From an optimization exercise on the open Yosys and OpenROAD flow, aimed at small area, a short achievable clock period and few clock cycles; shortcuts taken in it are not production practice. The RTL was checked by simulation tests, not by an equivalence proof against the original design.

==> flow/config.mk <==
export PLATFORM = sky130hd
export DESIGN_NAME = CONVEX
export DESIGN_NICKNAME = CONVEX
export VERILOG_FILES = /design/flow/design.v
export SDC_FILE = /design/flow/constraint.sdc
export NUM_CORES = 4
export LEC_CHECK = 0
export CAP_MARGIN = 20
export CORE_MARGIN = 2
export CORE_UTILIZATION = 55
export CTS_CLUSTER_DIAMETER = 140
export CTS_CLUSTER_SIZE = 24
export SETUP_SLACK_MARGIN = 5
export SLEW_MARGIN = 20
==> flow/constraint.sdc <==
create_clock -name core_clock -period 8.5 [get_ports {CLK}]
set_input_delay 1.7000 -clock core_clock [delete_from_list [all_inputs] [get_ports {CLK}]]
set_output_delay 1.7000 -clock core_clock [all_outputs]
set_load 0.01 [all_outputs]
==> flow/design.v <==
module CONVEX(
input               CLK,
input               RST,
input       [4:0]   PT_XY,
output              READ_PT,
output reg  [9:0]   DROP_X,
output reg  [9:0]   DROP_Y,
output reg          DROP_V);
reg  [2:0]  rx_cnt;
reg  [19:0] rx;
reg         rx_full;
reg  [19:0] pn;
reg         pn_v;
reg  [1:0]  npts;
reg         rp_n;                           
assign      READ_PT = !rp_n;
wire        accept   = READ_PT && (rx_cnt == 3'd0 || rx_cnt == 3'd1);
wire [2:0]  rx_cnt_n = accept ? 3'd4 : (rx_cnt != 3'd0 ? rx_cnt - 3'd1 : 3'd0);
wire        rx_done  = (rx_cnt == 3'd1);
wire        pn_take;                        
reg         use_pn;
wire        use_pn_n;
wire        pn_free  = !(pn_v || use_pn) || pn_take;
wire        rx_move  = rx_full && pn_free;
wire        rx_byp   = rx_done && pn_free;
wire        rx_full_n = (rx_done && !pn_free) || (rx_full && !rx_move);
wire        pn_start;                       
wire        pn_v_n    = rx_move || rx_byp || (pn_v && !pn_take && !pn_start);
always @(posedge CLK) begin
    if (rx_cnt != 3'd0) rx <= {rx[14:0], PT_XY};
    if (rx_move)     pn <= rx;
    else if (rx_byp) pn <= {rx[14:0], PT_XY};
end
always @(posedge CLK or posedge RST) begin
    if (RST) begin
        rx_cnt  <= 3'd0;
        rx_full <= 1'b0;
        pn_v    <= 1'b0;
        use_pn  <= 1'b0;
        rp_n    <= 1'b0;
    end
    else begin
        rx_cnt  <= rx_cnt_n;
        rx_full <= rx_full_n;
        pn_v    <= pn_v_n;
        use_pn  <= use_pn_n;
        rp_n    <= !(!rx_full_n && (rx_cnt_n == 3'd0 || (rx_cnt_n == 3'd1 && !pn_v_n && !use_pn_n)));
    end
end
reg  [19:0] Q [0:11];
reg  [3:0]  cnt;
wire        pop;
reg  [19:0] D0, D1;
wire [3:0]  base = cnt - {3'd0, pop};
wire        s3_v, s3_first, s3_last, s3_vis;
wire [19:0] s3_A;
reg  [12:0] at;                             
integer k, j;
always @(*) begin
    for (k = 0; k < 13; k = k + 1) at[k] = (cnt == k);
end
reg         pend, pend_drop0, pend_ins0, pend_inside;
reg         bodd;
wire        base_odd = bodd;
wire [19:0] DE = base_odd ? D1 : D0;        
wire [19:0] DO = base_odd ? D0 : D1;        
always @(posedge CLK) begin
    for (j = 0; j < 12; j = j + 1) begin
        if (pop ? (at[j+1] || at[j]) : (at[j] || (j > 0 && at[(j > 0) ? j - 1 : 0])))
            Q[j] <= (j % 2 == 0) ? DE : DO;
        else if (pop && j < 11)
            Q[j] <= Q[(j < 11) ? j + 1 : 11];
    end
end
always @(posedge CLK or posedge RST) begin
    if (RST) begin
        cnt  <= 4'd0;
        bodd <= 1'b0;
    end
    else begin
        cnt  <= vout ? cnt_n1 : cnt_n0;
        bodd <= (vout ? cnt_n1[0] : cnt_n0[0]) ^ s1_v ^ (tri_d && !vout);
    end
end
reg         in_pass, need_last;
reg  [3:0]  tc;                             
reg  [19:0] PT, R0;
reg         r0_ok;                          
reg         fin;                            
reg  [3:0]  Hp;                             
wire        fin_set;
reg         s1_v, s2_v, s1_first, s1_last, s2_first, s2_last, s1_tri, s2_tri;
reg         tri_act;
wire        tri_d;
wire [1:0]  ip      = {1'b0, s1_v} + {1'b0, s2_v};
reg         ip_0, ip_1;
wire [19:0] A       = ip_0 ? Q[0] : ip_1 ? Q[1] : Q[2];
wire        r0_now  = s2_v && s2_first;
wire [19:0] B       = need_last ? (r0_ok ? R0 : Q[0]) : ip_0 ? Q[1] : ip_1 ? Q[2] : Q[3];
wire        avail2  = (cnt >= {2'd0, ip} + 4'd2);
wire        all_normal = fin && (tc + 4'd1 == Hp);
wire        last_is = in_pass && need_last && (r0_ok || r0_now) && !tri_act;
wire        start   = (!in_pass || last_is) && pn_v && npts == 2'd2;
wire        direct  = pn_v && npts != 2'd2;             
wire        normal  = in_pass && !need_last && !all_normal && avail2;
wire        keep_pn  = start && (s1_v || s2_v);
wire        to_pt    = (start && !keep_pn) || (use_pn && pend);
assign      use_pn_n = keep_pn || (use_pn && !pend);
assign      pn_take  = direct || to_pt;
assign      pn_start = start;
wire [19:0] P        = use_pn ? pn : PT;    
wire        issue   = normal || last_is;
assign      pop     = s2_v;                 
always @(posedge CLK) begin
    if (to_pt) PT <= pn;
end
always @(posedge CLK or posedge RST) begin
    if (RST) begin
        in_pass   <= 1'b0;
        need_last <= 1'b0;
        tc        <= 4'd0;
        npts      <= 2'd0;
        tri_act   <= 1'b0;
        fin       <= 1'b0;
    end
    else begin
        if (direct) begin
            npts <= npts + 2'd1;
            if (npts == 2'd1) begin
                fin     <= 1'b1;
                tri_act <= 1'b1;
            end
        end
        if (last_is) begin
            in_pass   <= 1'b0;
            need_last <= 1'b0;
            fin       <= 1'b0;
        end
        if (start) begin
            in_pass <= 1'b1;
            tc      <= 4'd0;
        end
        else if (normal) begin
            tc <= tc + 4'd1;
            if (fin && tc + 4'd2 == Hp) need_last <= 1'b1;
        end
        else if (in_pass && !need_last && all_normal)
            need_last <= 1'b1;
        if (fin_set) begin
            fin <= 1'b1;
        end
        if (tri_d) begin
            in_pass   <= 1'b0;
            need_last <= 1'b0;
            tri_act   <= 1'b0;
        end
    end
end
reg  [10:0] s1_aX, s1_nY;
reg  [5:0]  s1_oneY, s1_twoY, s1_negY, s1_oneX, s1_twoX, s1_negX;
reg  [22:0] s2_r0, s2_r1, s2_r2;
function [17:0] booth;
    input [10:0] m;
    reg   [12:0] e;
    integer k;
    begin
        e = {m[10], m, 1'b0};
        for (k = 0; k < 6; k = k + 1) begin
            booth[k]      = e[2*k+1] ^ e[2*k];
            booth[6 + k]  = (e[2*k+2] & ~e[2*k+1] & ~e[2*k]) | (~e[2*k+2] & e[2*k+1] & e[2*k]);
            booth[12 + k] = e[2*k+2];
        end
    end
endfunction
wire [10:0] i_bX = {1'b0, B[19:10]} - {1'b0, P[19:10]};
wire [10:0] i_bY = {1'b0, B[9:0]}   - {1'b0, P[9:0]};
always @(posedge CLK) begin
    s1_aX <= {1'b0, A[19:10]} - {1'b0, P[19:10]};
    s1_nY <= {1'b0, P[9:0]}      - {1'b0, A[9:0]};
    {s1_negY, s1_twoY, s1_oneY} <= booth(i_bY);
    {s1_negX, s1_twoX, s1_oneX} <= booth(i_bX);
    s1_first <= (tc == 4'd0) && !need_last;
    s1_last  <= need_last;
    s1_tri   <= tri_act;
end
wire [22:0] cs_r0, cs_r1, cs_r2;
CXS cxs(.aX(s1_aX), .nY(s1_nY),
        .oneY(s1_oneY), .twoY(s1_twoY), .negY(s1_negY),
        .oneX(s1_oneX), .twoX(s1_twoX), .negX(s1_negX),
        .r0(cs_r0), .r1(cs_r1), .r2(cs_r2));
always @(posedge CLK) begin
    s2_r0 <= cs_r0;
    s2_r1 <= cs_r1;
    s2_r2 <= cs_r2;
    s2_first <= s1_first;
    s2_last  <= s1_last;
    s2_tri   <= s1_tri;
end
wire [22:0] cs_s = s2_r0 ^ s2_r1 ^ s2_r2;
wire [22:0] cs_c = {(s2_r0[21:0] & s2_r1[21:0]) | (s2_r0[21:0] & s2_r2[21:0]) | (s2_r1[21:0] & s2_r2[21:0]), 1'b0};
wire [22:0] cs_t = cs_s + cs_c;
assign      s3_v     = s2_v;
assign      s3_first = s2_first;
assign      s3_last  = s2_last;
assign      s3_vis   = cs_t[22];
assign      s3_A     = Q[0];                  
always @(posedge CLK or posedge RST) begin
    if (RST) begin
        s1_v <= 1'b0;
        s2_v <= 1'b0;
        ip_0 <= 1'b1;
        ip_1 <= 1'b0;
    end
    else begin
        s1_v <= issue;
        s2_v <= s1_v;
        ip_0 <= !issue && !s1_v;
        ip_1 <= issue ^ s1_v;
    end
end
reg         prev_vis, vis0, anyvis;
reg  [3:0]  Hrun;
wire        vin   = prev_vis;
wire        vout  = s3_vis;
wire        dec   = s3_v && !s3_first;
wire        drop  = dec && vin && vout;
wire        drop0 = vout && vis0;
wire        ins0  = vis0 && !vout;
wire [3:0]  Hrun_m2 = Hrun - 4'd2;
wire [3:0]  Hrun_m1 = Hrun - 4'd1;
wire [3:0]  Hrun_p1 = Hrun + 4'd1;
assign      tri_d   = s3_v && s2_tri;
assign      fin_set = (dec && s3_last) || tri_d;
wire [3:0]  Hp_v0   = vis0 ? Hrun_p1 : Hrun;
wire [3:0]  Hp_v1   = vin ? (vis0 ? Hrun_m2 : Hrun_m1) : (vis0 ? Hrun : Hrun_p1);
wire [3:0]  Hp_h    = (direct && npts == 2'd1) ? 4'd2 : Hp;
wire [3:0]  Hp_c0   = fin_set ? (tri_d ? 4'd3 : Hp_v0) : Hp_h;
wire [3:0]  Hp_c1   = fin_set ? (tri_d ? 4'd3 : Hp_v1) : Hp_h;
wire [3:0]  Hrun_c0 = (s3_v && s3_first) ? Hp : Hrun;
wire [3:0]  Hrun_c1 = (s3_v && s3_first) ? Hp : dec ? (vin ? Hrun_m1 : Hrun_p1) : Hrun;
always @(posedge CLK or posedge RST) begin
    if (RST) Hp <= 4'd0;
    else     Hp <= vout ? Hp_c1 : Hp_c0;
end
always @(posedge CLK) begin
    Hrun <= vout ? Hrun_c1 : Hrun_c0;
end
wire [1:0]  pend_n  = pend_drop0 ? 2'd0 : pend_ins0 ? 2'd2 : 2'd1;
wire [1:0]  npush0  = direct ? 2'd1 : pend ? pend_n : dec ? 2'd1 : 2'd0;
wire [1:0]  npush1  = direct ? 2'd1 : pend ? pend_n : dec ? (vin ? 2'd0 : 2'd2) : 2'd0;
wire [3:0]  cnt_n0  = (npush0 == 2'd0) ? base : (npush0 == 2'd1) ? base + 4'd1 : base + 4'd2;
wire [3:0]  cnt_n1  = (npush1 == 2'd0) ? base : (npush1 == 2'd1) ? base + 4'd1 : base + 4'd2;
always @(*) begin
    D0 = direct ? pn : pend ? R0 : s3_A;
    D1 = PT;
end
always @(posedge CLK) begin
    if (s3_v && s3_first) begin
        R0 <= s3_A;
        vis0 <= s3_vis;
        prev_vis <= s3_vis;
        anyvis <= s3_vis;
    end
    else if (dec) begin
        prev_vis <= s3_vis;
        anyvis <= anyvis | s3_vis;
    end
    if (fin_set) begin
        pend_drop0  <= drop0 && !tri_d;
        pend_ins0   <= ins0 || tri_d;
        pend_inside <= !(anyvis || vout) && !tri_d;
    end
end
always @(posedge CLK or posedge RST) begin
    if (RST) begin
        pend  <= 1'b0;
        r0_ok <= 1'b0;
    end
    else begin
        pend  <= fin_set;
        r0_ok <= start ? 1'b0 : (s3_v && s3_first) ? 1'b1 : r0_ok;
    end
end
always @(posedge CLK) begin
    if (pend)
        {DROP_X, DROP_Y} <= pend_drop0 ? R0 : PT;
    else
        {DROP_X, DROP_Y} <= s3_A;
end
always @(posedge CLK or posedge RST) begin
    if (RST) DROP_V <= 1'b0;
    else     DROP_V <= pend ? (pend_drop0 || pend_inside) : drop;
end
endmodule
module CXS(input [10:0] aX, input [10:0] nY,
           input [5:0] oneY, input [5:0] twoY, input [5:0] negY,
           input [5:0] oneX, input [5:0] twoX, input [5:0] negX,
           output [22:0] r0, output [22:0] r1, output [22:0] r2);
wire pY0_0 = ((oneY[0] & aX[0]) | (twoY[0] & 1'b0)) ^ negY[0];
wire pY0_1 = ((oneY[0] & aX[1]) | (twoY[0] & aX[0])) ^ negY[0];
wire pY0_2 = ((oneY[0] & aX[2]) | (twoY[0] & aX[1])) ^ negY[0];
wire pY0_3 = ((oneY[0] & aX[3]) | (twoY[0] & aX[2])) ^ negY[0];
wire pY0_4 = ((oneY[0] & aX[4]) | (twoY[0] & aX[3])) ^ negY[0];
wire pY0_5 = ((oneY[0] & aX[5]) | (twoY[0] & aX[4])) ^ negY[0];
wire pY0_6 = ((oneY[0] & aX[6]) | (twoY[0] & aX[5])) ^ negY[0];
wire pY0_7 = ((oneY[0] & aX[7]) | (twoY[0] & aX[6])) ^ negY[0];
wire pY0_8 = ((oneY[0] & aX[8]) | (twoY[0] & aX[7])) ^ negY[0];
wire pY0_9 = ((oneY[0] & aX[9]) | (twoY[0] & aX[8])) ^ negY[0];
wire pY0_10 = ((oneY[0] & aX[10]) | (twoY[0] & aX[9])) ^ negY[0];
wire pY0_11 = ((oneY[0] & aX[10]) | (twoY[0] & aX[10])) ^ negY[0];
wire pY1_0 = ((oneY[1] & aX[0]) | (twoY[1] & 1'b0)) ^ negY[1];
wire pY1_1 = ((oneY[1] & aX[1]) | (twoY[1] & aX[0])) ^ negY[1];
wire pY1_2 = ((oneY[1] & aX[2]) | (twoY[1] & aX[1])) ^ negY[1];
wire pY1_3 = ((oneY[1] & aX[3]) | (twoY[1] & aX[2])) ^ negY[1];
wire pY1_4 = ((oneY[1] & aX[4]) | (twoY[1] & aX[3])) ^ negY[1];
wire pY1_5 = ((oneY[1] & aX[5]) | (twoY[1] & aX[4])) ^ negY[1];
wire pY1_6 = ((oneY[1] & aX[6]) | (twoY[1] & aX[5])) ^ negY[1];
wire pY1_7 = ((oneY[1] & aX[7]) | (twoY[1] & aX[6])) ^ negY[1];
wire pY1_8 = ((oneY[1] & aX[8]) | (twoY[1] & aX[7])) ^ negY[1];
wire pY1_9 = ((oneY[1] & aX[9]) | (twoY[1] & aX[8])) ^ negY[1];
wire pY1_10 = ((oneY[1] & aX[10]) | (twoY[1] & aX[9])) ^ negY[1];
wire pY1_11 = ((oneY[1] & aX[10]) | (twoY[1] & aX[10])) ^ negY[1];
wire pY2_0 = ((oneY[2] & aX[0]) | (twoY[2] & 1'b0)) ^ negY[2];
wire pY2_1 = ((oneY[2] & aX[1]) | (twoY[2] & aX[0])) ^ negY[2];
wire pY2_2 = ((oneY[2] & aX[2]) | (twoY[2] & aX[1])) ^ negY[2];
wire pY2_3 = ((oneY[2] & aX[3]) | (twoY[2] & aX[2])) ^ negY[2];
wire pY2_4 = ((oneY[2] & aX[4]) | (twoY[2] & aX[3])) ^ negY[2];
wire pY2_5 = ((oneY[2] & aX[5]) | (twoY[2] & aX[4])) ^ negY[2];
wire pY2_6 = ((oneY[2] & aX[6]) | (twoY[2] & aX[5])) ^ negY[2];
wire pY2_7 = ((oneY[2] & aX[7]) | (twoY[2] & aX[6])) ^ negY[2];
wire pY2_8 = ((oneY[2] & aX[8]) | (twoY[2] & aX[7])) ^ negY[2];
wire pY2_9 = ((oneY[2] & aX[9]) | (twoY[2] & aX[8])) ^ negY[2];
wire pY2_10 = ((oneY[2] & aX[10]) | (twoY[2] & aX[9])) ^ negY[2];
wire pY2_11 = ((oneY[2] & aX[10]) | (twoY[2] & aX[10])) ^ negY[2];
wire pY3_0 = ((oneY[3] & aX[0]) | (twoY[3] & 1'b0)) ^ negY[3];
wire pY3_1 = ((oneY[3] & aX[1]) | (twoY[3] & aX[0])) ^ negY[3];
wire pY3_2 = ((oneY[3] & aX[2]) | (twoY[3] & aX[1])) ^ negY[3];
wire pY3_3 = ((oneY[3] & aX[3]) | (twoY[3] & aX[2])) ^ negY[3];
wire pY3_4 = ((oneY[3] & aX[4]) | (twoY[3] & aX[3])) ^ negY[3];
wire pY3_5 = ((oneY[3] & aX[5]) | (twoY[3] & aX[4])) ^ negY[3];
wire pY3_6 = ((oneY[3] & aX[6]) | (twoY[3] & aX[5])) ^ negY[3];
wire pY3_7 = ((oneY[3] & aX[7]) | (twoY[3] & aX[6])) ^ negY[3];
wire pY3_8 = ((oneY[3] & aX[8]) | (twoY[3] & aX[7])) ^ negY[3];
wire pY3_9 = ((oneY[3] & aX[9]) | (twoY[3] & aX[8])) ^ negY[3];
wire pY3_10 = ((oneY[3] & aX[10]) | (twoY[3] & aX[9])) ^ negY[3];
wire pY3_11 = ((oneY[3] & aX[10]) | (twoY[3] & aX[10])) ^ negY[3];
wire pY4_0 = ((oneY[4] & aX[0]) | (twoY[4] & 1'b0)) ^ negY[4];
wire pY4_1 = ((oneY[4] & aX[1]) | (twoY[4] & aX[0])) ^ negY[4];
wire pY4_2 = ((oneY[4] & aX[2]) | (twoY[4] & aX[1])) ^ negY[4];
wire pY4_3 = ((oneY[4] & aX[3]) | (twoY[4] & aX[2])) ^ negY[4];
wire pY4_4 = ((oneY[4] & aX[4]) | (twoY[4] & aX[3])) ^ negY[4];
wire pY4_5 = ((oneY[4] & aX[5]) | (twoY[4] & aX[4])) ^ negY[4];
wire pY4_6 = ((oneY[4] & aX[6]) | (twoY[4] & aX[5])) ^ negY[4];
wire pY4_7 = ((oneY[4] & aX[7]) | (twoY[4] & aX[6])) ^ negY[4];
wire pY4_8 = ((oneY[4] & aX[8]) | (twoY[4] & aX[7])) ^ negY[4];
wire pY4_9 = ((oneY[4] & aX[9]) | (twoY[4] & aX[8])) ^ negY[4];
wire pY4_10 = ((oneY[4] & aX[10]) | (twoY[4] & aX[9])) ^ negY[4];
wire pY4_11 = ((oneY[4] & aX[10]) | (twoY[4] & aX[10])) ^ negY[4];
wire pY5_0 = ((oneY[5] & aX[0]) | (twoY[5] & 1'b0)) ^ negY[5];
wire pY5_1 = ((oneY[5] & aX[1]) | (twoY[5] & aX[0])) ^ negY[5];
wire pY5_2 = ((oneY[5] & aX[2]) | (twoY[5] & aX[1])) ^ negY[5];
wire pY5_3 = ((oneY[5] & aX[3]) | (twoY[5] & aX[2])) ^ negY[5];
wire pY5_4 = ((oneY[5] & aX[4]) | (twoY[5] & aX[3])) ^ negY[5];
wire pY5_5 = ((oneY[5] & aX[5]) | (twoY[5] & aX[4])) ^ negY[5];
wire pY5_6 = ((oneY[5] & aX[6]) | (twoY[5] & aX[5])) ^ negY[5];
wire pY5_7 = ((oneY[5] & aX[7]) | (twoY[5] & aX[6])) ^ negY[5];
wire pY5_8 = ((oneY[5] & aX[8]) | (twoY[5] & aX[7])) ^ negY[5];
wire pY5_9 = ((oneY[5] & aX[9]) | (twoY[5] & aX[8])) ^ negY[5];
wire pY5_10 = ((oneY[5] & aX[10]) | (twoY[5] & aX[9])) ^ negY[5];
wire pY5_11 = ((oneY[5] & aX[10]) | (twoY[5] & aX[10])) ^ negY[5];
wire pX0_0 = ((oneX[0] & nY[0]) | (twoX[0] & 1'b0)) ^ negX[0];
wire pX0_1 = ((oneX[0] & nY[1]) | (twoX[0] & nY[0])) ^ negX[0];
wire pX0_2 = ((oneX[0] & nY[2]) | (twoX[0] & nY[1])) ^ negX[0];
wire pX0_3 = ((oneX[0] & nY[3]) | (twoX[0] & nY[2])) ^ negX[0];
wire pX0_4 = ((oneX[0] & nY[4]) | (twoX[0] & nY[3])) ^ negX[0];
wire pX0_5 = ((oneX[0] & nY[5]) | (twoX[0] & nY[4])) ^ negX[0];
wire pX0_6 = ((oneX[0] & nY[6]) | (twoX[0] & nY[5])) ^ negX[0];
wire pX0_7 = ((oneX[0] & nY[7]) | (twoX[0] & nY[6])) ^ negX[0];
wire pX0_8 = ((oneX[0] & nY[8]) | (twoX[0] & nY[7])) ^ negX[0];
wire pX0_9 = ((oneX[0] & nY[9]) | (twoX[0] & nY[8])) ^ negX[0];
wire pX0_10 = ((oneX[0] & nY[10]) | (twoX[0] & nY[9])) ^ negX[0];
wire pX0_11 = ((oneX[0] & nY[10]) | (twoX[0] & nY[10])) ^ negX[0];
wire pX1_0 = ((oneX[1] & nY[0]) | (twoX[1] & 1'b0)) ^ negX[1];
wire pX1_1 = ((oneX[1] & nY[1]) | (twoX[1] & nY[0])) ^ negX[1];
wire pX1_2 = ((oneX[1] & nY[2]) | (twoX[1] & nY[1])) ^ negX[1];
wire pX1_3 = ((oneX[1] & nY[3]) | (twoX[1] & nY[2])) ^ negX[1];
wire pX1_4 = ((oneX[1] & nY[4]) | (twoX[1] & nY[3])) ^ negX[1];
wire pX1_5 = ((oneX[1] & nY[5]) | (twoX[1] & nY[4])) ^ negX[1];
wire pX1_6 = ((oneX[1] & nY[6]) | (twoX[1] & nY[5])) ^ negX[1];
wire pX1_7 = ((oneX[1] & nY[7]) | (twoX[1] & nY[6])) ^ negX[1];
wire pX1_8 = ((oneX[1] & nY[8]) | (twoX[1] & nY[7])) ^ negX[1];
wire pX1_9 = ((oneX[1] & nY[9]) | (twoX[1] & nY[8])) ^ negX[1];
wire pX1_10 = ((oneX[1] & nY[10]) | (twoX[1] & nY[9])) ^ negX[1];
wire pX1_11 = ((oneX[1] & nY[10]) | (twoX[1] & nY[10])) ^ negX[1];
wire pX2_0 = ((oneX[2] & nY[0]) | (twoX[2] & 1'b0)) ^ negX[2];
wire pX2_1 = ((oneX[2] & nY[1]) | (twoX[2] & nY[0])) ^ negX[2];
wire pX2_2 = ((oneX[2] & nY[2]) | (twoX[2] & nY[1])) ^ negX[2];
wire pX2_3 = ((oneX[2] & nY[3]) | (twoX[2] & nY[2])) ^ negX[2];
wire pX2_4 = ((oneX[2] & nY[4]) | (twoX[2] & nY[3])) ^ negX[2];
wire pX2_5 = ((oneX[2] & nY[5]) | (twoX[2] & nY[4])) ^ negX[2];
wire pX2_6 = ((oneX[2] & nY[6]) | (twoX[2] & nY[5])) ^ negX[2];
wire pX2_7 = ((oneX[2] & nY[7]) | (twoX[2] & nY[6])) ^ negX[2];
wire pX2_8 = ((oneX[2] & nY[8]) | (twoX[2] & nY[7])) ^ negX[2];
wire pX2_9 = ((oneX[2] & nY[9]) | (twoX[2] & nY[8])) ^ negX[2];
wire pX2_10 = ((oneX[2] & nY[10]) | (twoX[2] & nY[9])) ^ negX[2];
wire pX2_11 = ((oneX[2] & nY[10]) | (twoX[2] & nY[10])) ^ negX[2];
wire pX3_0 = ((oneX[3] & nY[0]) | (twoX[3] & 1'b0)) ^ negX[3];
wire pX3_1 = ((oneX[3] & nY[1]) | (twoX[3] & nY[0])) ^ negX[3];
wire pX3_2 = ((oneX[3] & nY[2]) | (twoX[3] & nY[1])) ^ negX[3];
wire pX3_3 = ((oneX[3] & nY[3]) | (twoX[3] & nY[2])) ^ negX[3];
wire pX3_4 = ((oneX[3] & nY[4]) | (twoX[3] & nY[3])) ^ negX[3];
wire pX3_5 = ((oneX[3] & nY[5]) | (twoX[3] & nY[4])) ^ negX[3];
wire pX3_6 = ((oneX[3] & nY[6]) | (twoX[3] & nY[5])) ^ negX[3];
wire pX3_7 = ((oneX[3] & nY[7]) | (twoX[3] & nY[6])) ^ negX[3];
wire pX3_8 = ((oneX[3] & nY[8]) | (twoX[3] & nY[7])) ^ negX[3];
wire pX3_9 = ((oneX[3] & nY[9]) | (twoX[3] & nY[8])) ^ negX[3];
wire pX3_10 = ((oneX[3] & nY[10]) | (twoX[3] & nY[9])) ^ negX[3];
wire pX3_11 = ((oneX[3] & nY[10]) | (twoX[3] & nY[10])) ^ negX[3];
wire pX4_0 = ((oneX[4] & nY[0]) | (twoX[4] & 1'b0)) ^ negX[4];
wire pX4_1 = ((oneX[4] & nY[1]) | (twoX[4] & nY[0])) ^ negX[4];
wire pX4_2 = ((oneX[4] & nY[2]) | (twoX[4] & nY[1])) ^ negX[4];
wire pX4_3 = ((oneX[4] & nY[3]) | (twoX[4] & nY[2])) ^ negX[4];
wire pX4_4 = ((oneX[4] & nY[4]) | (twoX[4] & nY[3])) ^ negX[4];
wire pX4_5 = ((oneX[4] & nY[5]) | (twoX[4] & nY[4])) ^ negX[4];
wire pX4_6 = ((oneX[4] & nY[6]) | (twoX[4] & nY[5])) ^ negX[4];
wire pX4_7 = ((oneX[4] & nY[7]) | (twoX[4] & nY[6])) ^ negX[4];
wire pX4_8 = ((oneX[4] & nY[8]) | (twoX[4] & nY[7])) ^ negX[4];
wire pX4_9 = ((oneX[4] & nY[9]) | (twoX[4] & nY[8])) ^ negX[4];
wire pX4_10 = ((oneX[4] & nY[10]) | (twoX[4] & nY[9])) ^ negX[4];
wire pX4_11 = ((oneX[4] & nY[10]) | (twoX[4] & nY[10])) ^ negX[4];
wire pX5_0 = ((oneX[5] & nY[0]) | (twoX[5] & 1'b0)) ^ negX[5];
wire pX5_1 = ((oneX[5] & nY[1]) | (twoX[5] & nY[0])) ^ negX[5];
wire pX5_2 = ((oneX[5] & nY[2]) | (twoX[5] & nY[1])) ^ negX[5];
wire pX5_3 = ((oneX[5] & nY[3]) | (twoX[5] & nY[2])) ^ negX[5];
wire pX5_4 = ((oneX[5] & nY[4]) | (twoX[5] & nY[3])) ^ negX[5];
wire pX5_5 = ((oneX[5] & nY[5]) | (twoX[5] & nY[4])) ^ negX[5];
wire pX5_6 = ((oneX[5] & nY[6]) | (twoX[5] & nY[5])) ^ negX[5];
wire pX5_7 = ((oneX[5] & nY[7]) | (twoX[5] & nY[6])) ^ negX[5];
wire pX5_8 = ((oneX[5] & nY[8]) | (twoX[5] & nY[7])) ^ negX[5];
wire pX5_9 = ((oneX[5] & nY[9]) | (twoX[5] & nY[8])) ^ negX[5];
wire pX5_10 = ((oneX[5] & nY[10]) | (twoX[5] & nY[9])) ^ negX[5];
wire pX5_11 = ((oneX[5] & nY[10]) | (twoX[5] & nY[10])) ^ negX[5];
wire neg5s = negY[5] ^ negX[5];
wire neg5c = negY[5] & negX[5];
wire w1 = pY0_6 ^ pY1_4;
wire w2 = pY0_6 & pY1_4;
wire w3 = pY0_8 ^ pY1_6 ^ pY2_4;
wire w4 = (pY0_8 & pY1_6) | (pY0_8 & pY2_4) | (pY1_6 & pY2_4);
wire w5 = pY3_2 ^ pY4_0;
wire w6 = pY3_2 & pY4_0;
wire w7 = pY0_9 ^ pY1_7 ^ pY2_5;
wire w8 = (pY0_9 & pY1_7) | (pY0_9 & pY2_5) | (pY1_7 & pY2_5);
wire w9 = pY3_3 ^ pY4_1;
wire w10 = pY3_3 & pY4_1;
wire w11 = pY0_10 ^ pY1_8 ^ pY2_6;
wire w12 = (pY0_10 & pY1_8) | (pY0_10 & pY2_6) | (pY1_8 & pY2_6);
wire w13 = pY3_4 ^ pY4_2 ^ pY5_0;
wire w14 = (pY3_4 & pY4_2) | (pY3_4 & pY5_0) | (pY4_2 & pY5_0);
wire w15 = pX0_10 ^ pX1_8 ^ pX2_6;
wire w16 = (pX0_10 & pX1_8) | (pX0_10 & pX2_6) | (pX1_8 & pX2_6);
wire w17 = ~pY0_11 ^ pY1_9 ^ pY2_7;
wire w18 = (~pY0_11 & pY1_9) | (~pY0_11 & pY2_7) | (pY1_9 & pY2_7);
wire w19 = pY3_5 ^ pY4_3 ^ pY5_1;
wire w20 = (pY3_5 & pY4_3) | (pY3_5 & pY5_1) | (pY4_3 & pY5_1);
wire w21 = ~pX0_11 ^ pX1_9 ^ pX2_7;
wire w22 = (~pX0_11 & pX1_9) | (~pX0_11 & pX2_7) | (pX1_9 & pX2_7);
wire w23 = pX3_5 ^ pX4_3;
wire w24 = pX3_5 & pX4_3;
wire w25 = pY1_10 ^ pY2_8 ^ pY3_6;
wire w26 = (pY1_10 & pY2_8) | (pY1_10 & pY3_6) | (pY2_8 & pY3_6);
wire w27 = pY4_4 ^ pY5_2 ^ pX1_10;
wire w28 = (pY4_4 & pY5_2) | (pY4_4 & pX1_10) | (pY5_2 & pX1_10);
wire w29 = pX2_8 ^ pX3_6 ^ pX4_4;
wire w30 = (pX2_8 & pX3_6) | (pX2_8 & pX4_4) | (pX3_6 & pX4_4);
wire w31 = ~pY1_11 ^ pY2_9 ^ pY3_7;
wire w32 = (~pY1_11 & pY2_9) | (~pY1_11 & pY3_7) | (pY2_9 & pY3_7);
wire w33 = pY4_5 ^ pY5_3 ^ ~pX1_11;
wire w34 = (pY4_5 & pY5_3) | (pY4_5 & ~pX1_11) | (pY5_3 & ~pX1_11);
wire w35 = pX2_9 ^ pX3_7;
wire w36 = pX2_9 & pX3_7;
wire w37 = pY2_10 ^ pY3_8 ^ pY4_6;
wire w38 = (pY2_10 & pY3_8) | (pY2_10 & pY4_6) | (pY3_8 & pY4_6);
wire w39 = ~pY2_11 ^ pY3_9;
wire w40 = ~pY2_11 & pY3_9;
wire w41 = pY0_4 ^ pY1_2 ^ pY2_0;
wire w42 = (pY0_4 & pY1_2) | (pY0_4 & pY2_0) | (pY1_2 & pY2_0);
wire w43 = pY0_5 ^ pY1_3;
wire w44 = pY0_5 & pY1_3;
wire w45 = w1 ^ pY2_2 ^ pY3_0;
wire w46 = (w1 & pY2_2) | (w1 & pY3_0) | (pY2_2 & pY3_0);
wire w47 = negY[3] ^ pX0_6 ^ pX1_4;
wire w48 = (negY[3] & pX0_6) | (negY[3] & pX1_4) | (pX0_6 & pX1_4);
wire w49 = pY0_7 ^ pY1_5 ^ pY2_3;
wire w50 = (pY0_7 & pY1_5) | (pY0_7 & pY2_3) | (pY1_5 & pY2_3);
wire w51 = pY3_1 ^ pX0_7 ^ pX1_5;
wire w52 = (pY3_1 & pX0_7) | (pY3_1 & pX1_5) | (pX0_7 & pX1_5);
wire w53 = pX2_3 ^ pX3_1;
wire w54 = pX2_3 & pX3_1;
wire w55 = w3 ^ w5 ^ negY[4];
wire w56 = (w3 & w5) | (w3 & negY[4]) | (w5 & negY[4]);
wire w57 = pX0_8 ^ pX1_6 ^ pX2_4;
wire w58 = (pX0_8 & pX1_6) | (pX0_8 & pX2_4) | (pX1_6 & pX2_4);
wire w59 = pX3_2 ^ pX4_0 ^ negX[4];
wire w60 = (pX3_2 & pX4_0) | (pX3_2 & negX[4]) | (pX4_0 & negX[4]);
wire w61 = w7 ^ w9 ^ pX0_9;
wire w62 = (w7 & w9) | (w7 & pX0_9) | (w9 & pX0_9);
wire w63 = pX1_7 ^ pX2_5 ^ pX3_3;
wire w64 = (pX1_7 & pX2_5) | (pX1_7 & pX3_3) | (pX2_5 & pX3_3);
wire w65 = pX4_1 ^ w4 ^ w6;
wire w66 = (pX4_1 & w4) | (pX4_1 & w6) | (w4 & w6);
wire w67 = w11 ^ w13 ^ w15;
wire w68 = (w11 & w13) | (w11 & w15) | (w13 & w15);
wire w69 = pX3_4 ^ pX4_2 ^ pX5_0;
wire w70 = (pX3_4 & pX4_2) | (pX3_4 & pX5_0) | (pX4_2 & pX5_0);
wire w71 = neg5s ^ w8 ^ w10;
wire w72 = (neg5s & w8) | (neg5s & w10) | (w8 & w10);
wire w73 = w17 ^ w19 ^ w21;
wire w74 = (w17 & w19) | (w17 & w21) | (w19 & w21);
wire w75 = w23 ^ pX5_1 ^ neg5c;
wire w76 = (w23 & pX5_1) | (w23 & neg5c) | (pX5_1 & neg5c);
wire w77 = w12 ^ w14 ^ w16;
wire w78 = (w12 & w14) | (w12 & w16) | (w14 & w16);
wire w79 = w25 ^ w27 ^ w29;
wire w80 = (w25 & w27) | (w25 & w29) | (w27 & w29);
wire w81 = pX5_2 ^ 1'b1 ^ w18;
wire w82 = (pX5_2 & 1'b1) | (pX5_2 & w18) | (1'b1 & w18);
wire w83 = w20 ^ w22 ^ w24;
wire w84 = (w20 & w22) | (w20 & w24) | (w22 & w24);
wire w85 = w31 ^ w33 ^ w35;
wire w86 = (w31 & w33) | (w31 & w35) | (w33 & w35);
wire w87 = pX4_5 ^ pX5_3 ^ 1'b1;
wire w88 = (pX4_5 & pX5_3) | (pX4_5 & 1'b1) | (pX5_3 & 1'b1);
wire w89 = w26 ^ w28 ^ w30;
wire w90 = (w26 & w28) | (w26 & w30) | (w28 & w30);
wire w91 = w37 ^ pY5_4 ^ pX2_10;
wire w92 = (w37 & pY5_4) | (w37 & pX2_10) | (pY5_4 & pX2_10);
wire w93 = pX3_8 ^ pX4_6 ^ pX5_4;
wire w94 = (pX3_8 & pX4_6) | (pX3_8 & pX5_4) | (pX4_6 & pX5_4);
wire w95 = w32 ^ w34 ^ w36;
wire w96 = (w32 & w34) | (w32 & w36) | (w34 & w36);
wire w97 = w39 ^ pY4_7 ^ pY5_5;
wire w98 = (w39 & pY4_7) | (w39 & pY5_5) | (pY4_7 & pY5_5);
wire w99 = ~pX2_11 ^ pX3_9 ^ pX4_7;
wire w100 = (~pX2_11 & pX3_9) | (~pX2_11 & pX4_7) | (pX3_9 & pX4_7);
wire w101 = pX5_5 ^ 1'b1 ^ w38;
wire w102 = (pX5_5 & 1'b1) | (pX5_5 & w38) | (1'b1 & w38);
wire w103 = pY3_10 ^ pY4_8 ^ pY5_6;
wire w104 = (pY3_10 & pY4_8) | (pY3_10 & pY5_6) | (pY4_8 & pY5_6);
wire w105 = pX3_10 ^ pX4_8 ^ pX5_6;
wire w106 = (pX3_10 & pX4_8) | (pX3_10 & pX5_6) | (pX4_8 & pX5_6);
wire w107 = ~pY3_11 ^ pY4_9 ^ pY5_7;
wire w108 = (~pY3_11 & pY4_9) | (~pY3_11 & pY5_7) | (pY4_9 & pY5_7);
wire w109 = ~pX3_11 ^ pX4_9;
wire w110 = ~pX3_11 & pX4_9;
wire w111 = pY0_2 ^ pY1_0 ^ negY[1];
wire w112 = (pY0_2 & pY1_0) | (pY0_2 & negY[1]) | (pY1_0 & negY[1]);
wire w113 = pY0_3 ^ pY1_1;
wire w114 = pY0_3 & pY1_1;
wire w115 = w41 ^ negY[2] ^ pX0_4;
wire w116 = (w41 & negY[2]) | (w41 & pX0_4) | (negY[2] & pX0_4);
wire w117 = pX1_2 ^ pX2_0;
wire w118 = pX1_2 & pX2_0;
wire w119 = w43 ^ pY2_1 ^ pX0_5;
wire w120 = (w43 & pY2_1) | (w43 & pX0_5) | (pY2_1 & pX0_5);
wire w121 = pX1_3 ^ pX2_1 ^ w42;
wire w122 = (pX1_3 & pX2_1) | (pX1_3 & w42) | (pX2_1 & w42);
wire w123 = w45 ^ w47 ^ pX2_2;
wire w124 = (w45 & w47) | (w45 & pX2_2) | (w47 & pX2_2);
wire w125 = pX3_0 ^ negX[3] ^ w44;
wire w126 = (pX3_0 & negX[3]) | (pX3_0 & w44) | (negX[3] & w44);
wire w127 = w49 ^ w51 ^ w53;
wire w128 = (w49 & w51) | (w49 & w53) | (w51 & w53);
wire w129 = w2 ^ w46 ^ w48;
wire w130 = (w2 & w46) | (w2 & w48) | (w46 & w48);
wire w131 = w55 ^ w57 ^ w59;
wire w132 = (w55 & w57) | (w55 & w59) | (w57 & w59);
wire w133 = w50 ^ w52 ^ w54;
wire w134 = (w50 & w52) | (w50 & w54) | (w52 & w54);
wire w135 = w61 ^ w63 ^ w65;
wire w136 = (w61 & w63) | (w61 & w65) | (w63 & w65);
wire w137 = w56 ^ w58 ^ w60;
wire w138 = (w56 & w58) | (w56 & w60) | (w58 & w60);
wire w139 = w67 ^ w69 ^ w71;
wire w140 = (w67 & w69) | (w67 & w71) | (w69 & w71);
wire w141 = w62 ^ w64 ^ w66;
wire w142 = (w62 & w64) | (w62 & w66) | (w64 & w66);
wire w143 = w73 ^ w75 ^ w77;
wire w144 = (w73 & w75) | (w73 & w77) | (w75 & w77);
wire w145 = w68 ^ w70 ^ w72;
wire w146 = (w68 & w70) | (w68 & w72) | (w70 & w72);
wire w147 = w79 ^ w81 ^ w83;
wire w148 = (w79 & w81) | (w79 & w83) | (w81 & w83);
wire w149 = w74 ^ w76 ^ w78;
wire w150 = (w74 & w76) | (w74 & w78) | (w76 & w78);
wire w151 = w85 ^ w87 ^ w89;
wire w152 = (w85 & w87) | (w85 & w89) | (w87 & w89);
wire w153 = w80 ^ w82 ^ w84;
wire w154 = (w80 & w82) | (w80 & w84) | (w82 & w84);
wire w155 = w91 ^ w93 ^ w95;
wire w156 = (w91 & w93) | (w91 & w95) | (w93 & w95);
wire w157 = w86 ^ w88 ^ w90;
wire w158 = (w86 & w88) | (w86 & w90) | (w88 & w90);
wire w159 = w97 ^ w99 ^ w101;
wire w160 = (w97 & w99) | (w97 & w101) | (w99 & w101);
wire w161 = w92 ^ w94 ^ w96;
wire w162 = (w92 & w94) | (w92 & w96) | (w94 & w96);
wire w163 = w103 ^ w105 ^ w40;
wire w164 = (w103 & w105) | (w103 & w40) | (w105 & w40);
wire w165 = w98 ^ w100 ^ w102;
wire w166 = (w98 & w100) | (w98 & w102) | (w100 & w102);
wire w167 = w107 ^ w109 ^ pX5_7;
wire w168 = (w107 & w109) | (w107 & pX5_7) | (w109 & pX5_7);
wire w169 = 1'b1 ^ w104 ^ w106;
wire w170 = (1'b1 & w104) | (1'b1 & w106) | (w104 & w106);
wire w171 = pY4_10 ^ pY5_8 ^ pX4_10;
wire w172 = (pY4_10 & pY5_8) | (pY4_10 & pX4_10) | (pY5_8 & pX4_10);
wire w173 = pX5_8 ^ w108 ^ w110;
wire w174 = (pX5_8 & w108) | (pX5_8 & w110) | (w108 & w110);
wire w175 = ~pY4_11 ^ pY5_9 ^ ~pX4_11;
wire w176 = (~pY4_11 & pY5_9) | (~pY4_11 & ~pX4_11) | (pY5_9 & ~pX4_11);
wire w177 = pX5_9 ^ 1'b1;
wire w178 = pX5_9 & 1'b1;
wire w179 = pY0_0 ^ negY[0];
wire w180 = pY0_0 & negY[0];
wire w181 = w111 ^ pX0_2;
wire w182 = w111 & pX0_2;
wire w183 = w113 ^ pX0_3 ^ pX1_1;
wire w184 = (w113 & pX0_3) | (w113 & pX1_1) | (pX0_3 & pX1_1);
wire w185 = w115 ^ w117 ^ negX[2];
wire w186 = (w115 & w117) | (w115 & negX[2]) | (w117 & negX[2]);
wire w187 = w119 ^ w121 ^ w116;
wire w188 = (w119 & w121) | (w119 & w116) | (w121 & w116);
wire w189 = w123 ^ w125 ^ w120;
wire w190 = (w123 & w125) | (w123 & w120) | (w125 & w120);
wire w191 = w127 ^ w129 ^ w124;
wire w192 = (w127 & w129) | (w127 & w124) | (w129 & w124);
wire w193 = w131 ^ w133 ^ w128;
wire w194 = (w131 & w133) | (w131 & w128) | (w133 & w128);
wire w195 = w135 ^ w137 ^ w132;
wire w196 = (w135 & w137) | (w135 & w132) | (w137 & w132);
wire w197 = w139 ^ w141 ^ w136;
wire w198 = (w139 & w141) | (w139 & w136) | (w141 & w136);
wire w199 = w143 ^ w145 ^ w140;
wire w200 = (w143 & w145) | (w143 & w140) | (w145 & w140);
wire w201 = w147 ^ w149 ^ w144;
wire w202 = (w147 & w149) | (w147 & w144) | (w149 & w144);
wire w203 = w151 ^ w153 ^ w148;
wire w204 = (w151 & w153) | (w151 & w148) | (w153 & w148);
wire w205 = w155 ^ w157 ^ w152;
wire w206 = (w155 & w157) | (w155 & w152) | (w157 & w152);
wire w207 = w159 ^ w161 ^ w156;
wire w208 = (w159 & w161) | (w159 & w156) | (w161 & w156);
wire w209 = w163 ^ w165 ^ w160;
wire w210 = (w163 & w165) | (w163 & w160) | (w165 & w160);
wire w211 = w167 ^ w169 ^ w164;
wire w212 = (w167 & w169) | (w167 & w164) | (w169 & w164);
wire w213 = w171 ^ w173 ^ w168;
wire w214 = (w171 & w173) | (w171 & w168) | (w173 & w168);
wire w215 = w175 ^ w177 ^ w172;
wire w216 = (w175 & w177) | (w175 & w172) | (w177 & w172);
wire w217 = pY5_10 ^ pX5_10 ^ w176;
wire w218 = (pY5_10 & pX5_10) | (pY5_10 & w176) | (pX5_10 & w176);
wire w219 = ~pY5_11 ^ ~pX5_11;
wire w220 = ~pY5_11 & ~pX5_11;
assign r0 = {w220, w219, w217, w215, w213, w211, w209, w207, w205, w203, w201, w199, w197, w195, w193, w191, w189, w187, w185, w183, w181, pY0_1, w179};
assign r1 = {1'b0, 1'b1, w178, w174, w170, w166, w162, w158, w154, w150, w146, w142, w138, w134, w130, w126, w122, w118, w114, w112, pX1_0, pX0_1, pX0_0};
assign r2 = {1'b0, w218, w216, w214, w212, w210, w208, w206, w204, w202, w200, w198, w196, w194, w192, w190, w188, w186, w184, w182, negX[1], w180, negX[0]};
endmodule
==> flow/run.sh <==
#!/bin/bash
# synth_recipe.tcl (not shown) runs the flow's synth.tcl, then flattens the netlist and writes it again
# the make line also repeats each setting of config.mk as NAME=value (left out here)
make -C /OpenROAD-flow-scripts/flow DESIGN_CONFIG=/design/flow/config.mk WORK_HOME=/design/flow/orfs CLKGATE_MAP_FILE= SYNTH_SCRIPT=/design/flow/synth_recipe.tcl finish
==> results of run 1 <==
## metal layers
layer | vias to the layer above | part of all wire [%] | GRT usage [%]
li1 | 8949 | - | -
met1 | 9147 | 46 | 36.54
met2 | 553 | 46 | 40.60
met3 | 78 | 6.1 | 3.125
met4 | 0 | 2.8 | 7.177
met5 | - | 0 | 0
## cell families after synthesis
group / Yosys count
AOI/OAI and AO/OA: 583
xor gates and xnor gates: 199
adders and majority gates: 215
buffers and inverters: 392
DFF: 511
muxes: 196
and+or+nand+nor: 559
## layout make-up
cell class	count	area (µm²)	area share, %
inverter	235	882.1	2.943
sequential	511	13710	45.76
timing repair buffer	63	668.1	2.229
clock inverter	2	28.78	0.09601
clock buffer	43	693.2	2.313
tap	672	840.8	2.805
multi-input combinational	1752	13150	43.86
## through the flow
step           setup slack [ps]  area (µm²)  cells
2_1_floorplan              5095       28210   2655
3_3_place_gp               4651       28950   3221
3_5_place_dp               4634       28980   3223
4_1_cts                    4963       29840   3274
5_1_grt                    4897       29970   3278
6_report                   5111       29970   3278
## final timing paths
path / end / depth (start not counted) / slack (ps)
max reg2reg: s1_twoY[4]$_DFF_P_ / 14 / 5110
max: s1_twoY[4]$_DFF_P_ / 14 / 5110
min: s2_last$_DFF_P_ / 0 / 340
min in group asynchronous: rx_cnt[2]$_DFF_PP0_ / 3 / 1520
max in group asynchronous: pend$_DFF_PP0_ / 3 / 6590
min reg2reg: s2_last$_DFF_P_ / 0 / 340
## cells in the final DEF (no fill, tap or decap), drive strengths merged, types with 22 or more instances in the layout
cell type / netlist / final
fa: 112 / 112
clkdlybuf4s50: 0 / 28
dfrtp: 32 / 32
clkbuf: 127 / 45
o21ai: 174 / 174
dfxtp: 148 / 148
nor2: 242 / 242
xnor2: 130 / 130
inv: 233 / 235
nor2b: 22 / 22
xor2: 69 / 69
mux2: 27 / 27
mux2i: 169 / 169
a21oi: 229 / 229
ha: 102 / 102
buf: 30 / 31
edfxtp: 330 / 330
nand2: 217 / 217
a22oi: 102 / 102
## worst max-delay path, cell delays in order (launching register included)
cell      delay (ps)
dfrtp_1          340
buf_4            410
mux2i_1          230
inv_1            100
ha_1             160
inv_1             70
fa_1             460
a21o_1           210
a21oi_2          170
o21bai_1         100
a2111o_1         450
nand2_1           90
xnor2_1           90
or2_2            280
mux2i_1          120
## flip-flops by register name, summed over array words and instances, names as in the netlist, 10 cells and up
| name | cells |
|---|---|
| PT | 20 |
| s2_r1 | 21 |
| s2_r0 | 23 |
| R0 | 20 |
| Q | 240 |
| s1_aX | 11 |
| s1_nY | 11 |
| DROP_X | 10 |
| s2_r2 | 22 |
| pn | 20 |
| DROP_Y | 10 |
| rx | 20 |
## timing repair
action / 4_1_cts / 5_1_grt
cloned: 2 / 2
hold endpoints to repair: 0 / 0
buffers inserted: 4 / 2
resized for setup: 11 / 18
endpoints found under the setup margin: 48 / 46
pin swaps: 1 / 3
==> impl_metrics.prom, run 1 <==
# TYPE chip_impl_metric gauge
chip_impl_info{name="run_status",value="finished clean"} 1
chip_impl_metric{name="yosys.area_share.xor_xnor",unit="%"} 6.246
chip_impl_info{name="worstHoldPathType",value="reg -> reg"} 1
chip_impl_metric{name="global_route.usage.total",unit="%"} 25.36
chip_impl_metric{name="fp.dieH",unit="µm"} 230.5
chip_impl_info{name="dominantRegCellSynth",value="edfxtp_1"} 1
chip_impl_metric{name="cts_num_sinks",unit=""} 511
chip_impl_metric{name="syn_inst_count",unit=""} 2655
chip_impl_metric{name="filler_instances",unit=""} 4228
chip_impl_info{name="synth.most_common_cell",value="edfxtp_1"} 1
chip_impl_metric{name="tritoncts.num_buffers",unit=""} 25
chip_impl_metric{name="drc",unit=""} 0
chip_impl_metric{name="routed_wire_length_per_instance",unit="µm"} 20.52
chip_impl_info{name="startpoint",value="use_pn$_DFF_PP0_"} 1
chip_impl_metric{name="dp_hpwl",unit="µm"} 48960
chip_impl_info{name="synth_top_family_by_area",value="adder cells"} 1
chip_impl_info{name="clock_tree_from_tritoncts",value="yes"} 1
chip_impl_metric{name="crit_fanout",unit=""} 23
chip_impl_metric{name="fp.coreArea",unit="µm²"} 50380
chip_impl_metric{name="synth.area.mux_share",unit="%"} 7.076
chip_impl_metric{name="worst-slew-pin-transition",unit="ps"} 1116
chip_impl_metric{name="synthesis.yosys.warnings",unit=""} 2
chip_impl_metric{name="final.setup_skew",unit="ps"} 26.76
chip_impl_metric{name="synth_seq_area_share",unit="%"} 48.57
chip_impl_info{name="rsz0062_at_grt",value="yes"} 1
chip_impl_metric{name="synthesis.area",unit="µm²"} 28200
chip_impl_metric{name="first_global_vias",unit=""} 18250
chip_impl_metric{name="cts_hold_repair.buffers",unit=""} 0
chip_impl_info{name="netlist_top_cells_count",value="edfxtp_1, nor2_1, inv_1, a21oi_1, nand2_1"} 1
chip_impl_metric{name="yosys_register_bits",unit=""} 511
chip_impl_info{name="setup.worst_path.end_class",value="flop"} 1
chip_impl_metric{name="asyncSetResetFlopFracSynth",unit="%"} 6.458
chip_impl_metric{name="synth_fp_nets",unit=""} 2876
chip_impl_metric{name="start_util",unit="%"} 55.99
chip_impl_metric{name="critPathArrivalTime",unit="ps"} 3900
chip_impl_metric{name="cts_htree_levels",unit=""} 1
chip_impl_metric{name="cts-root-to-sink-buffers",unit=""} 3
chip_impl_metric{name="first_pass_drt_iterations",unit=""} 6
chip_impl_metric{name="final_util",unit="%"} 59.50
chip_impl_metric{name="placement.io_buffers",unit=""} 28
chip_impl_metric{name="initial_antenna_violation_count",unit=""} 0
chip_impl_info{name="holdCritStartpoint",value="s1_last$_DFF_P_"} 1
chip_impl_metric{name="die_outline_width",unit="µm"} 230.5
chip_impl_metric{name="grt_start_max_net_pins",unit=""} 60
chip_impl_metric{name="routabilityCongestion",unit=""} 0.8813
chip_impl_metric{name="yosys.area_share.adder",unit="%"} 12.51
chip_impl_metric{name="post_synth_num_cell_types",unit=""} 61
chip_impl_metric{name="grt_remaining_overflow",unit=""} 0
chip_impl_metric{name="die_area",unit="µm²"} 53110
chip_impl_metric{name="maxCapViolCount",unit=""} 0
chip_impl_metric{name="path_clk_slew",unit="ps"} 100
chip_impl_metric{name="synthSimpleGateAreaFrac",unit="%"} 8.322
chip_impl_metric{name="post-route-period-util",unit="%"} 39.87
chip_impl_metric{name="via_per_instance_ratio",unit=""} 5.713
chip_impl_metric{name="num_io_pins",unit=""} 29
chip_impl_metric{name="antenna_violating_nets_post_route",unit=""} 0
chip_impl_metric{name="nets",unit=""} 2809
chip_impl_info{name="netlist_top_cells_area",value="edfxtp_1, dfxtp_1, fa_1"} 1
chip_impl_metric{name="drt_iter0_drc",unit=""} 1649
chip_impl_metric{name="timing_hold_violations_final",unit=""} 0
chip_impl_metric{name="final-setup-viol-count",unit=""} 0
chip_impl_info{name="root_buffer",value="clkbuf_16"} 1
chip_impl_metric{name="post_synth_edffs",unit=""} 330
chip_impl_metric{name="global_route_wire_length_before_repair",unit="µm"} 105400
chip_impl_metric{name="max_freq",unit="MHz"} 295.1
chip_impl_metric{name="netlist.area_leader.share",unit="%"} 35.13
chip_impl_metric{name="via_count",unit=""} 18730
chip_impl_metric{name="final-max-slew-violation-count",unit=""} 0
chip_impl_metric{name="synth.avg_cell_area",unit="µm²"} 10.62
chip_impl_metric{name="flow.area_growth_from_synthesis",unit="%"} 6.268
chip_impl_info{name="synth_top_area_cell",value="edfxtp_1"} 1
chip_impl_metric{name="final_period_minus_worst_setup_slack",unit="ps"} 3389
chip_impl_info{name="setup.worst_path.class",value="reg -> reg"} 1
chip_impl_info{name="regToRegStartpoint",value="use_pn$_DFF_PP0_"} 1
chip_impl_metric{name="clk_latency",unit="ps"} 600
chip_impl_metric{name="hold_ws",unit="ps"} 337.8
chip_impl_info{name="cp-start-kind",value="flop"} 1
chip_impl_metric{name="post_synthesis_compound_gate_area_fraction",unit="%"} 12.02
chip_impl_metric{name="diodes",unit=""} 0
chip_impl_metric{name="core.rowCount",unit=""} 82
chip_impl_metric{name="wl",unit="µm"} 67260
chip_impl_metric{name="slew_headroom",unit="%"} 25.59
chip_impl_metric{name="final_layout_size_suffix_gt1_share",unit="%"} 5.334
chip_impl_metric{name="worstPathRequired",unit="ps"} 9010
chip_impl_metric{name="fin_setup_tns",unit="ps"} 0
Testbench counts, summed over its fixed seeds: cycles 23,534.
==> run 2: changes to the inputs <==
--- a/flow/config.mk
+++ b/flow/config.mk
@@ -8,7 +8,7 @@
 export CAP_MARGIN = 20
 export CORE_MARGIN = 2
 export CORE_UTILIZATION = 55
-export CTS_CLUSTER_DIAMETER = 140
-export CTS_CLUSTER_SIZE = 24
+export CTS_CLUSTER_DIAMETER = 120
+export CTS_CLUSTER_SIZE = 20
 export SETUP_SLACK_MARGIN = 5
 export SLEW_MARGIN = 20
==> impl_metrics.prom, run 2 <==
# TYPE chip_impl_metric gauge
chip_impl_info{name="run_status",value="finished clean"} 1
chip_impl_metric{name="max_freq",unit="MHz"} 295.1
chip_impl_metric{name="worstPathRequired",unit="ps"} 8870
chip_impl_metric{name="via_count",unit=""} 18760
chip_impl_metric{name="placement.io_buffers",unit=""} 28
chip_impl_metric{name="worst_case_setup_slack_after_placement",unit="ps"} 4634
chip_impl_metric{name="critPathArrivalTime",unit="ps"} 3760
chip_impl_info{name="critical-path-top-cell-by-count",value="inv_1"} 1
chip_impl_info{name="worstHoldPathType",value="reg -> reg"} 1
chip_impl_metric{name="largest_reg_flops",unit=""} 240
chip_impl_info{name="routed.top_layer",value="met4"} 1
chip_impl_metric{name="global_route.usage.total",unit="%"} 25.66
chip_impl_metric{name="drc",unit=""} 0
chip_impl_metric{name="metal_1_wl",unit="µm"} 30980
chip_impl_metric{name="nets",unit=""} 2820
chip_impl_metric{name="yosys_register_bits",unit=""} 511
chip_impl_info{name="netlist_top_cells_count",value="edfxtp_1, nor2_1, inv_1, a21oi_1, nand2_1"} 1
chip_impl_metric{name="crit_fanout",unit=""} 5
chip_impl_metric{name="dr_wl_met2",unit="µm"} 30750
chip_impl_metric{name="synthesis.yosys.warnings",unit=""} 2
chip_impl_metric{name="post_synth_num_cell_types",unit=""} 61
chip_impl_metric{name="asyncSetResetFlopFracSynth",unit="%"} 6.458
chip_impl_metric{name="flow.area_growth_from_synthesis",unit="%"} 7.080
chip_impl_metric{name="num_io_pins",unit=""} 29
chip_impl_info{name="rsz0062_at_grt",value="no"} 1
chip_impl_metric{name="via_per_instance_ratio",unit=""} 5.699
chip_impl_info{name="netlist_top_cells_area",value="edfxtp_1, dfxtp_1, fa_1"} 1
chip_impl_metric{name="final-max-slew-violation-count",unit=""} 0
chip_impl_metric{name="dp_hpwl",unit="µm"} 48960
chip_impl_metric{name="first_pass_drt_iterations",unit=""} 6
chip_impl_metric{name="fp.coreArea",unit="µm²"} 50380
chip_impl_info{name="setup.worst_path.end_class",value="flop"} 1
chip_impl_metric{name="diodes",unit=""} 0
chip_impl_metric{name="global_route_wire_length_before_repair",unit="µm"} 106400
chip_impl_info{name="root_buffer",value="clkbuf_16"} 1
chip_impl_info{name="cp-start-kind",value="flop"} 1
chip_impl_metric{name="routabilityCongestion",unit=""} 0.8813
chip_impl_metric{name="path_clk_slew",unit="ps"} 90
chip_impl_info{name="cp_slowest_cell",value="fa_1"} 1
chip_impl_metric{name="final.setup_skew",unit="ps"} 33.74
chip_impl_metric{name="wl",unit="µm"} 67790
chip_impl_metric{name="filler_instances",unit=""} 4203
chip_impl_metric{name="post-route-period-util",unit="%"} 39.87
chip_impl_metric{name="syn_inst_count",unit=""} 2655
chip_impl_metric{name="first_global_vias",unit=""} 18370
chip_impl_metric{name="fin_setup_tns",unit="ps"} 0
chip_impl_info{name="most-common-layout-cells",value="edfxtp_1, nor2_1, inv_1"} 1
chip_impl_metric{name="final_layout_size_suffix_gt1_share",unit="%"} 5.727
chip_impl_metric{name="cts_htree_levels",unit=""} 1
chip_impl_metric{name="routed_wire_length_per_instance",unit="µm"} 20.60
chip_impl_metric{name="post_synth_edffs",unit=""} 330
chip_impl_metric{name="worst-slew-pin-transition",unit="ps"} 1099
chip_impl_info{name="setup.worst_path.class",value="reg -> reg"} 1
chip_impl_metric{name="slew_headroom",unit="%"} 26.76
chip_impl_metric{name="hold_ws",unit="ps"} 330.1
chip_impl_info{name="crit_path_cell_trace",value="inv_1 -> fa_1 -> inv_1 -> ha_1 -> a2111o_1 -> o211ai_1 -> nand3_2 -> xor2_4 -> buf_6 -> buf_4 -> nor2_4 -> mux2_4"} 1
chip_impl_info{name="clock_tree_from_tritoncts",value="yes"} 1
chip_impl_metric{name="synthesis.area",unit="µm²"} 28200
chip_impl_metric{name="r2r_cells",unit=""} 12
chip_impl_info{name="top_regs",value="Q: 240 flops, s2_r0: 23 flops, s2_r2: 22 flops"} 1
chip_impl_metric{name="cts_num_sinks",unit=""} 511
chip_impl_metric{name="die_area",unit="µm²"} 53110
chip_impl_metric{name="final-setup-viol-count",unit=""} 0
chip_impl_metric{name="grt_start_max_net_pins",unit=""} 60
chip_impl_metric{name="initial_antenna_violation_count",unit=""} 0
chip_impl_metric{name="netlist.area_leader.share",unit="%"} 35.13
chip_impl_info{name="synth_top_area_cell",value="edfxtp_1"} 1
chip_impl_metric{name="tritoncts.num_buffers",unit=""} 29
chip_impl_metric{name="clk_latency",unit="ps"} 640
chip_impl_metric{name="final_period_minus_worst_setup_slack",unit="ps"} 3389
chip_impl_metric{name="min_delay_path_depth",unit=""} 0
chip_impl_metric{name="antenna_violating_nets_post_route",unit=""} 0
chip_impl_metric{name="start_util",unit="%"} 55.99
chip_impl_metric{name="finalWorstSetupSlack",unit="ps"} 5111
chip_impl_metric{name="fp.dieH",unit="µm"} 230.5
chip_impl_metric{name="drt_iter0_drc",unit=""} 1640
chip_impl_info{name="largest_register",value="Q"} 1
chip_impl_metric{name="grt_remaining_overflow",unit=""} 0
chip_impl_metric{name="maxCapViolCount",unit=""} 0
chip_impl_info{name="dominantRegCellSynth",value="edfxtp_1"} 1
chip_impl_info{name="synth.most_common_cell",value="edfxtp_1"} 1
chip_impl_metric{name="timing_hold_violations_final",unit=""} 0
chip_impl_metric{name="cpPeakStageDelay",unit="ps"} 530
chip_impl_metric{name="synth_fp_nets",unit=""} 2876
chip_impl_metric{name="synth.avg_cell_area",unit="µm²"} 10.62
chip_impl_metric{name="die_outline_width",unit="µm"} 230.5
chip_impl_metric{name="core.rowCount",unit=""} 82
chip_impl_metric{name="cts-root-to-sink-buffers",unit=""} 3
chip_impl_metric{name="dr_wl_met3",unit="µm"} 3859
chip_impl_info{name="layout_commonest_cell",value="edfxtp_1"} 1
chip_impl_metric{name="synth_seq_area_share",unit="%"} 48.57
## run 2: cell counts after synthesis
No cell type changed its count.
## run 2: critical path: cells and delay by family (launching register included)
kind	cells	cell delay [ps]
AO/OA/AOI/OAI	2	760
flip-flops	1	310
AND/OR/NAND/NOR	2	380
adder cells (fa/ha/maj)	2	810
buffers and inverters	4	370
multiplexers	1	320
XOR/XNOR	1	210
## run 2: layout make-up
cell class | instances | area (µm²) | share of cell area, %
clock buffers | 49 | 800.8 | 2.651
clock inverters | 2 | 31.28 | 0.1036
inverters | 235 | 882.1 | 2.921
multi-input cells | 1752 | 13170 | 43.60
flip-flops and latches | 511 | 13720 | 45.42
well taps | 672 | 840.8 | 2.784
repair buffers | 70 | 760.7 | 2.519
## run 2: kinds of logic (layout without fill, tap and decap cells)
group           Yosys count  after routing  synth area share [%]
compound gates          583            583                 12.02
simple gates            559            559                 8.322
flops                   511            511                 48.57
buf+inv                 392            356                 5.248
fa+ha+maj               215            215                 12.51
xor+xnor                199            199                 6.246
mux                     196            196                 7.076
## run 2: layer usage
metal / vias to the layer above / global-route usage (%)
met1: 9146 / 36.61
met3: 93 / 3.236
met5: - / 0
li1: 8971 / -
met4: 0 / 7.722
met2: 547 / 41.23
## run 2: metrics by stage
step	util, %	std cells	instance area [µm²]
after floorplan	-	2655	28210
after global routing	59.95	3291	30200
after CTS	59.68	3286	30070
after global placement	57.46	3221	28950
final	59.95	3291	30200
after detailed placement	57.52	3223	28980
## run 2: worst paths after layout
check	startpoint	end	slack (ps)
max in group asynchronous	RST	r0_ok$_DFFE_PP0P_	6610
min reg2reg	s1_last$_DFF_P_	s2_last$_DFF_P_	330
max reg2reg	s2_r0[3]$_DFF_P_	Hrun[2]$_DFFE_PP_	5110
min	s1_last$_DFF_P_	s2_last$_DFF_P_	330
min in group asynchronous	RST	rx_cnt[2]$_DFF_PP0_	1480
max	s2_r0[3]$_DFF_P_	Hrun[2]$_DFFE_PP_	5110
## run 2: repair_timing
| item | CTS | global route |
|---|---|---|
| hold buffers | 0 | 0 |
| gates cloned | 4 | 1 |
| pin swaps | 8 | 5 |
| gates resized for setup | 15 | 23 |
| setup endpoints to repair | 48 | 53 |
| buffers inserted | 8 | 4 |

[afterwards: timing with drivers on the ports]
No port has a modelled driver above. Below, the same layouts with a new extraction and two added sets of constraints. Step 1 (the two cells are an assumption about what drives the block):
set clk [get_ports {CLK}]
set_driving_cell -lib_cell sky130_fd_sc_hd__clkbuf_16 $clk
set_driving_cell -lib_cell sky130_fd_sc_hd__buf_2 [delete_from_list [all_inputs] $clk]
Step 2, shift: input delay + t, output delay - t, t = (earliest + latest rising clock arrival at the registers) / 2. This alone moves slack from input paths to output paths. Three values: ideal, step 1, step 2; two values: the first two.
| run | t (ns) | slack for setup (ns) | hold slack, ns |
|---|---|---|---|
| run 1 | 0.647 | 5.111 / 5.111 / 5.111 | 0.338 / 0.338 / 0.338 |
| run 2 | 0.679 | 5.111 / 5.099 / 5.111 | 0.330 / 0.330 / 0.330 |
After both steps every run listed still meets setup and hold.
